This is an optimization exercise on Yosys and OpenROAD, whose aim is small area and a short achievable clock period, not a production implementation.
No activity file was given, so power comes from the tool's default toggle rates.

==> violet: inputs <==
==> flow/design.v (excerpt) <==
module fir_low_pass_filter(Data_out, Data_in, clk, rst);
  output [15:0] Data_out;
  input [7:0] Data_in;
  input clk, rst;
  reg [7:0] x1;
  reg [7:0] x2;
  reg [7:0] x3;
  reg [7:0] x4;
  reg [7:0] x5;
  reg [7:0] x6;
  reg [7:0] x7;
  reg [7:0] x8;
  reg [7:0] x9;
  reg [7:0] x10;
  reg [7:0] x11;
  reg [7:0] x12;
  reg [7:0] x13;
  reg [7:0] x14;
  reg [7:0] x15;
  reg [7:0] x16;
  reg [7:0] x17;
  reg [7:0] x18;
  reg [7:0] x19;
  reg [7:0] x20;
  reg [7:0] x21;
  reg [7:0] x22;
  reg [7:0] x23;
  reg [7:0] x24;
  reg [7:0] x25;
  reg [13:0] P3a;
  reg [13:0] P3b;
  reg [15:0] P2a;
  reg [15:0] P2b;
  reg [15:0] Pa;
  reg [15:0] Pb;
  reg [15:0] Q;
  reg [9:0] V;
  reg [15:0] Y;
  wire hs1, hc1;
  fir_ha u_ha1 (.a(x21[2]), .b(x22[1]), .s(hs1), .co(hc1));
  wire fs2, fc2;
  fir_fa u_fa2 (.a(x21[3]), .b(x22[2]), .c(x24[3]), .s(fs2), .co(fc2));
  wire fs3, fc3;
  fir_fa u_fa3 (.a(x21[4]), .b(x22[3]), .c(x24[4]), .s(fs3), .co(fc3));
  wire fs4, fc4;
  fir_fa u_fa4 (.a(x24[5]), .b(x6[3]), .c(x6[5]), .s(fs4), .co(fc4));
  wire hs5, hc5;
  fir_ha u_ha5 (.a(x8[0]), .b(x9[0]), .s(hs5), .co(hc5));
  wire fs6, fc6;
  fir_fa u_fa6 (.a(x21[5]), .b(x22[4]), .c(x24[5]), .s(fs6), .co(fc6));
  wire fs7, fc7;
  fir_fa u_fa7 (.a(x24[6]), .b(x6[4]), .c(x6[6]), .s(fs7), .co(fc7));
  wire fs8, fc8;
  fir_fa u_fa8 (.a(x8[1]), .b(x9[1]), .c(x9[3]), .s(fs8), .co(fc8));
  wire hs9, hc9;
  fir_ha u_ha9 (.a(~x13[1]), .b(~x23[4]), .s(hs9), .co(hc9));
  wire fs10, fc10;
  fir_fa u_fa10 (.a(x21[6]), .b(x22[5]), .c(x24[6]), .s(fs10), .co(fc10));
  wire fs11, fc11;
  fir_fa u_fa11 (.a(x24[7]), .b(x6[5]), .c(x6[7]), .s(fs11), .co(fc11));
  wire fs12, fc12;
  fir_fa u_fa12 (.a(x8[2]), .b(x9[2]), .c(x9[4]), .s(fs12), .co(fc12));
  wire fs13, fc13;
  fir_fa u_fa13 (.a(x13[2]), .b(x23[5]), .c(x25[6]), .s(fs13), .co(fc13));
  ...
clock: 11.0 ns
lec_check: 0
cap_margin: 20
core_margin: 2
core_utilization: 40
cts_buf_list: sky130_fd_sc_hd__clkbuf_4 sky130_fd_sc_hd__clkbuf_8
slew_margin: 20
synth_hierarchical: 1
standard.sh (not shown) runs the stock make flow with config.mk's settings and CLKGATE_MAP_FILE= SYNTH_SCRIPT=/design/flow/synth_recipe.tcl, a recipe that flattens the netlist after the stock synthesis.
==> flow/flow/run.sh <==
#!/bin/bash
set -euo pipefail
export BUFFER_PORTS_ARGS="-buffer_cell sky130_fd_sc_hd__buf_4"
bash standard.sh finish > layout.log 2>&1
==> inputs of pepper, as changes to violet <==
--- a/flow/design.v
+++ b/flow/design.v
@@ -33,13 +33,16 @@
   reg [15:0] P2a;
   reg [15:0] P2b;
   reg [15:0] Pa;
   reg [15:0] Pb;
   reg [15:0] Q;
   reg [9:0] V;
-  reg [15:0] Y;
+  reg [8:0] Y;
+  reg [0:0] C9;
+  reg [6:0] YH0;
+  reg [6:0] YH1;
   wire hs1, hc1;
   fir_ha u_ha1 (.a(x21[2]), .b(x22[1]), .s(hs1), .co(hc1));
   wire fs2, fc2;
   fir_fa u_fa2 (.a(x21[3]), .b(x22[2]), .c(x24[3]), .s(fs2), .co(fc2));
   wire fs3, fc3;
   fir_fa u_fa3 (.a(x21[4]), .b(x22[3]), .c(x24[4]), .s(fs3), .co(fc3));
@@ -556,14 +559,16 @@
   wire [15:0] Q_sum;
   fir_add16 u_Q_add (.a({hc257, hc256, hc255, hc254, hs254, ~fc252, ~fc251, ~fc250, ~fc249, ~fc248, ~fc247, fc246, hc245, hs237, ~Pa[1], ~Pa[0]}), .b({hs258, hs257, hs256, hs255, ~fc253, ~fs253, ~fs252, ~fs251, ~fs250, ~fs249, ~fs248, ~fs247, fs246, hs245, Pb[1], ~Pb[0]}), .s(Q_sum));
   wire [9:0] V_n;
   fir_mul3 u_v (.d(Data_in), .v(V_n));
   wire [15:0] R;
   fir_add16 u_r_add (.a(Q), .b({6'd0, V}), .s(R));
-  wire [15:0] Y_n;
-  fir_addy u_y_add (.r(R), .d(Data_in), .y(Y_n));
+  wire [9:0] L_n;
+  fir_addlo u_lo_add (.r(R[8:0]), .d(Data_in), .y(L_n));
+  wire [6:0] H1_n;
+  fir_inc7 u_inc (.a(R[15:9]), .y(H1_n));
   wire rst_n;
   fir_inv u_rst_n (.a(rst), .y(rst_n));
   reg rq, rqn;
   always @(posedge clk) begin
     rq <= rst;
     rqn <= ~rst;
@@ -586,46 +591,62 @@
       Y[3] <= 1'h0;
       Y[4] <= 1'h0;
       Y[5] <= 1'h0;
       Y[6] <= 1'h0;
       Y[7] <= 1'h0;
       Y[8] <= 1'h0;
-      Y[9] <= 1'h0;
-      Y[10] <= 1'h0;
-      Y[11] <= 1'h0;
-      Y[12] <= 1'h0;
-      Y[13] <= 1'h0;
-      Y[14] <= 1'h0;
-      Y[15] <= 1'h0;
+      C9[0] <= 1'h0;
+      YH0[0] <= 1'h0;
+      YH0[1] <= 1'h0;
+      YH0[2] <= 1'h0;
+      YH0[3] <= 1'h0;
+      YH0[4] <= 1'h0;
+      YH0[5] <= 1'h0;
+      YH0[6] <= 1'h0;
+      YH1[0] <= 1'h0;
+      YH1[1] <= 1'h0;
+      YH1[2] <= 1'h0;
+      YH1[3] <= 1'h0;
+      YH1[4] <= 1'h0;
+      YH1[5] <= 1'h0;
+      YH1[6] <= 1'h0;
     end else begin
       V[0] <= V_n[0];
       V[1] <= V_n[1];
       V[2] <= V_n[2];
       V[3] <= V_n[3];
       V[4] <= V_n[4];
       V[5] <= V_n[5];
       V[6] <= V_n[6];
       V[7] <= V_n[7];
       V[8] <= V_n[8];
       V[9] <= V_n[9];
-      Y[0] <= Y_n[0];
-      Y[1] <= Y_n[1];
-      Y[2] <= Y_n[2];
-      Y[3] <= Y_n[3];
-      Y[4] <= Y_n[4];
-      Y[5] <= Y_n[5];
-      Y[6] <= Y_n[6];
-      Y[7] <= Y_n[7];
-      Y[8] <= Y_n[8];
-      Y[9] <= Y_n[9];
-      Y[10] <= Y_n[10];
-      Y[11] <= Y_n[11];
-      Y[12] <= Y_n[12];
-      Y[13] <= Y_n[13];
-      Y[14] <= Y_n[14];
-      Y[15] <= Y_n[15];
+      Y[0] <= L_n[0];
+      Y[1] <= L_n[1];
+      Y[2] <= L_n[2];
+      Y[3] <= L_n[3];
+      Y[4] <= L_n[4];
+      Y[5] <= L_n[5];
+      Y[6] <= L_n[6];
+      Y[7] <= L_n[7];
+      Y[8] <= L_n[8];
+      C9[0] <= L_n[9];
+      YH0[0] <= R[9];
+      YH0[1] <= R[10];
+      YH0[2] <= R[11];
+      YH0[3] <= R[12];
+      YH0[4] <= R[13];
+      YH0[5] <= R[14];
+      YH0[6] <= R[15];
+      YH1[0] <= H1_n[0];
+      YH1[1] <= H1_n[1];
+      YH1[2] <= H1_n[2];
+      YH1[3] <= H1_n[3];
+      YH1[4] <= H1_n[4];
+      YH1[5] <= H1_n[5];
+      YH1[6] <= H1_n[6];
     end
   end
   always @(posedge clk) begin
     if (!rst_n) begin
       x1 <= 8'hff;
     end else begin
@@ -908,13 +929,13 @@
       Pb[12] <= ~fc232;
       Pb[13] <= ~fc233;
       Pb[14] <= ~hs235;
       Pb[15] <= ~hs236;
     end
   end
-  assign Data_out = Y;
+  assign Data_out = {C9 ? YH1 : YH0, Y};
 endmodule
 module fir_fa(a, b, c, s, co);
   input a, b, c;
   output s, co;
   assign s = a ^ b ^ c;
   assign co = (a & b) | (a & c) | (b & c);
@@ -937,12 +958,17 @@
 endmodule
 module fir_mul3(d, v);
   input [7:0] d;
   output [9:0] v;
   assign v = {2'd0, d} + {1'd0, d, 1'b0};
 endmodule
-module fir_addy(r, d, y);
-  input [15:0] r;
+module fir_addlo(r, d, y);
+  input [8:0] r;
   input [7:0] d;
-  output [15:0] y;
-  assign y = r + {7'd0, d, 1'b0};
+  output [9:0] y;
+  assign y = {1'b0, r} + {1'b0, d, 1'b0};
+endmodule
+module fir_inc7(a, y);
+  input [6:0] a;
+  output [6:0] y;
+  assign y = a + 7'd1;
 endmodule
==> inputs of delta, as changes to violet <==
--- a/flow/design.v
+++ b/flow/design.v
@@ -33,13 +33,15 @@
   reg [15:0] P2a;
   reg [15:0] P2b;
   reg [15:0] Pa;
   reg [15:0] Pb;
   reg [15:0] Q;
   reg [9:0] V;
-  reg [15:0] Y;
+  reg [8:0] Y;
+  reg [6:0] YH;
+  reg [6:0] T;
   wire hs1, hc1;
   fir_ha u_ha1 (.a(x21[2]), .b(x22[1]), .s(hs1), .co(hc1));
   wire fs2, fc2;
   fir_fa u_fa2 (.a(x21[3]), .b(x22[2]), .c(x24[3]), .s(fs2), .co(fc2));
   wire fs3, fc3;
   fir_fa u_fa3 (.a(x21[4]), .b(x22[3]), .c(x24[4]), .s(fs3), .co(fc3));
@@ -556,14 +558,16 @@
   wire [15:0] Q_sum;
   fir_add16 u_Q_add (.a({hc257, hc256, hc255, hc254, hs254, ~fc252, ~fc251, ~fc250, ~fc249, ~fc248, ~fc247, fc246, hc245, hs237, ~Pa[1], ~Pa[0]}), .b({hs258, hs257, hs256, hs255, ~fc253, ~fs253, ~fs252, ~fs251, ~fs250, ~fs249, ~fs248, ~fs247, fs246, hs245, Pb[1], ~Pb[0]}), .s(Q_sum));
   wire [9:0] V_n;
   fir_mul3 u_v (.d(Data_in), .v(V_n));
   wire [15:0] R;
   fir_add16 u_r_add (.a(Q), .b({6'd0, V}), .s(R));
-  wire [15:0] Y_n;
-  fir_addy u_y_add (.r(R), .d(Data_in), .y(Y_n));
+  wire [9:0] L_n;
+  fir_addlo u_lo_add (.r(R[8:0]), .d(Data_in), .y(L_n));
+  wire [6:0] K;
+  fir_ones7 u_ones (.a(R[15:9]), .k(K));
   wire rst_n;
   fir_inv u_rst_n (.a(rst), .y(rst_n));
   reg rq, rqn;
   always @(posedge clk) begin
     rq <= rst;
     rqn <= ~rst;
@@ -586,46 +590,60 @@
       Y[3] <= 1'h0;
       Y[4] <= 1'h0;
       Y[5] <= 1'h0;
       Y[6] <= 1'h0;
       Y[7] <= 1'h0;
       Y[8] <= 1'h0;
-      Y[9] <= 1'h0;
-      Y[10] <= 1'h0;
-      Y[11] <= 1'h0;
-      Y[12] <= 1'h0;
-      Y[13] <= 1'h0;
-      Y[14] <= 1'h0;
-      Y[15] <= 1'h0;
+      YH[0] <= 1'h0;
+      YH[1] <= 1'h0;
+      YH[2] <= 1'h0;
+      YH[3] <= 1'h0;
+      YH[4] <= 1'h0;
+      YH[5] <= 1'h0;
+      YH[6] <= 1'h0;
+      T[0] <= 1'h0;
+      T[1] <= 1'h0;
+      T[2] <= 1'h0;
+      T[3] <= 1'h0;
+      T[4] <= 1'h0;
+      T[5] <= 1'h0;
+      T[6] <= 1'h0;
     end else begin
       V[0] <= V_n[0];
       V[1] <= V_n[1];
       V[2] <= V_n[2];
       V[3] <= V_n[3];
       V[4] <= V_n[4];
       V[5] <= V_n[5];
       V[6] <= V_n[6];
       V[7] <= V_n[7];
       V[8] <= V_n[8];
       V[9] <= V_n[9];
-      Y[0] <= Y_n[0];
-      Y[1] <= Y_n[1];
-      Y[2] <= Y_n[2];
-      Y[3] <= Y_n[3];
-      Y[4] <= Y_n[4];
-      Y[5] <= Y_n[5];
-      Y[6] <= Y_n[6];
-      Y[7] <= Y_n[7];
-      Y[8] <= Y_n[8];
-      Y[9] <= Y_n[9];
-      Y[10] <= Y_n[10];
-      Y[11] <= Y_n[11];
-      Y[12] <= Y_n[12];
-      Y[13] <= Y_n[13];
-      Y[14] <= Y_n[14];
-      Y[15] <= Y_n[15];
+      Y[0] <= L_n[0];
+      Y[1] <= L_n[1];
+      Y[2] <= L_n[2];
+      Y[3] <= L_n[3];
+      Y[4] <= L_n[4];
+      Y[5] <= L_n[5];
+      Y[6] <= L_n[6];
+      Y[7] <= L_n[7];
+      Y[8] <= L_n[8];
+      YH[0] <= R[9];
+      YH[1] <= R[10];
+      YH[2] <= R[11];
+      YH[3] <= R[12];
+      YH[4] <= R[13];
+      YH[5] <= R[14];
+      YH[6] <= R[15];
+      T[0] <= (L_n[9] & K[0]);
+      T[1] <= (L_n[9] & K[1]);
+      T[2] <= (L_n[9] & K[2]);
+      T[3] <= (L_n[9] & K[3]);
+      T[4] <= (L_n[9] & K[4]);
+      T[5] <= (L_n[9] & K[5]);
+      T[6] <= (L_n[9] & K[6]);
     end
   end
   always @(posedge clk) begin
     if (!rst_n) begin
       x1 <= 8'hff;
     end else begin
@@ -908,13 +926,13 @@
       Pb[12] <= ~fc232;
       Pb[13] <= ~fc233;
       Pb[14] <= ~hs235;
       Pb[15] <= ~hs236;
     end
   end
-  assign Data_out = Y;
+  assign Data_out = {YH ^ T, Y};
 endmodule
 module fir_fa(a, b, c, s, co);
   input a, b, c;
   output s, co;
   assign s = a ^ b ^ c;
   assign co = (a & b) | (a & c) | (b & c);
@@ -937,12 +955,22 @@
 endmodule
 module fir_mul3(d, v);
   input [7:0] d;
   output [9:0] v;
   assign v = {2'd0, d} + {1'd0, d, 1'b0};
 endmodule
-module fir_addy(r, d, y);
-  input [15:0] r;
+module fir_addlo(r, d, y);
+  input [8:0] r;
   input [7:0] d;
-  output [15:0] y;
-  assign y = r + {7'd0, d, 1'b0};
+  output [9:0] y;
+  assign y = {1'b0, r} + {1'b0, d, 1'b0};
+endmodule
+module fir_ones7(a, k);
+  input [6:0] a;
+  output [6:0] k;
+  assign k = {&a[5:0], &a[4:0], &a[3:0], &a[2:0], &a[1:0], a[0], 1'b1};
+endmodule
+module fir_inc7(a, y);
+  input [6:0] a;
+  output [6:0] y;
+  assign y = a + 7'd1;
 endmodule
--- a/flow/config.mk
+++ b/flow/config.mk
@@ -5,9 +5,11 @@
 export SDC_FILE = /design/flow/constraint.sdc
 export NUM_CORES = 4
 export LEC_CHECK = 0
 export CAP_MARGIN = 20
 export CORE_MARGIN = 2
 export CORE_UTILIZATION = 40
-export CTS_BUF_LIST = sky130_fd_sc_hd__clkbuf_4 sky130_fd_sc_hd__clkbuf_8
+export CTS_BUF_LIST = sky130_fd_sc_hd__clkbuf_8 sky130_fd_sc_hd__clkbuf_16
+export CTS_CLUSTER_DIAMETER = 80
+export CTS_CLUSTER_SIZE = 32
 export SLEW_MARGIN = 20
 export SYNTH_HIERARCHICAL = 1
==> comparison table <==
metric                                                               pepper         delta        violet
Cell count along the critical path                                        2             7             9
Fraction of area in multi-input gates                                47.99%        48.97%        48.00%
Share of the core filled with cells                                  45.06%        44.02%        44.95%
Power dissipated in the clock network                               1.16 mW      0.921 mW       1.17 mW
Detailed route wirelength on metal2                                14050 um      14150 um      13740 um
Number of sequential cells in the layout                                339           338           331
Placed cells                                                           1912          1907          1890
Met2 layer usage reported by global route                            24.67%        24.72%        24.31%
Power Sequential                                                    1.28 mW       1.26 mW       1.24 mW
Switching share of total power                                       23.64%        27.01%        23.68%
Power per standard cell area                                   146.6 mW/mm2  135.8 mW/mm2  147.2 mW/mm2
Cell variety after synth                                                 44            48            45
Die Height                                                         205.0 um      204.9 um      203.5 um
Clock network area share                                             6.603%        4.660%        6.953%
Die width                                                          205.0 um      204.9 um      203.5 um
Starting density of the core                                         40.57%        40.54%        40.26%
Share of the clock period used by the worst path after layout        35.16%        31.38%        32.96%
Result of the run                          no timing/DRC/antenna violations  no timing/DRC/antenna violations  no timing/DRC/antenna violations
No run of this note included a check of the RTL's function; only the layout flow was run.

[static timing again, ports no longer ideal]
In the flow no input, the clock included, has a driving cell. The finished layouts below were timed again as built, in two steps.
Step 1 (the two cells are an assumption about what drives the block):
set clk [get_ports {clk}]
set_driving_cell -lib_cell sky130_fd_sc_hd__clkbuf_16 $clk
set_driving_cell -lib_cell sky130_fd_sc_hd__buf_2 [delete_from_list [all_inputs] $clk]
Step 2, shift: input delay + t, output delay - t, t = (earliest + latest rising clock arrival at the registers) / 2. This alone moves slack from input paths to output paths.
a / b / c = ideal ports / drivers / drivers and shift; a / b = the first two.
run | t (ns) | slack for setup (ns) | cell pins on the clock port's net
violet | 0.640 | 7.374 / 7.404 / 6.764 | 1
pepper | 0.663 | 7.132 / 7.083 / 7.157 | 1
delta | 0.591 | 7.548 / 7.529 / 6.990 | 1
After both steps setup and hold are still met in every run listed. For violet, which loses most, drivers alone change the setup slack by +0.030 ns; drivers and shift together by -0.610 ns.
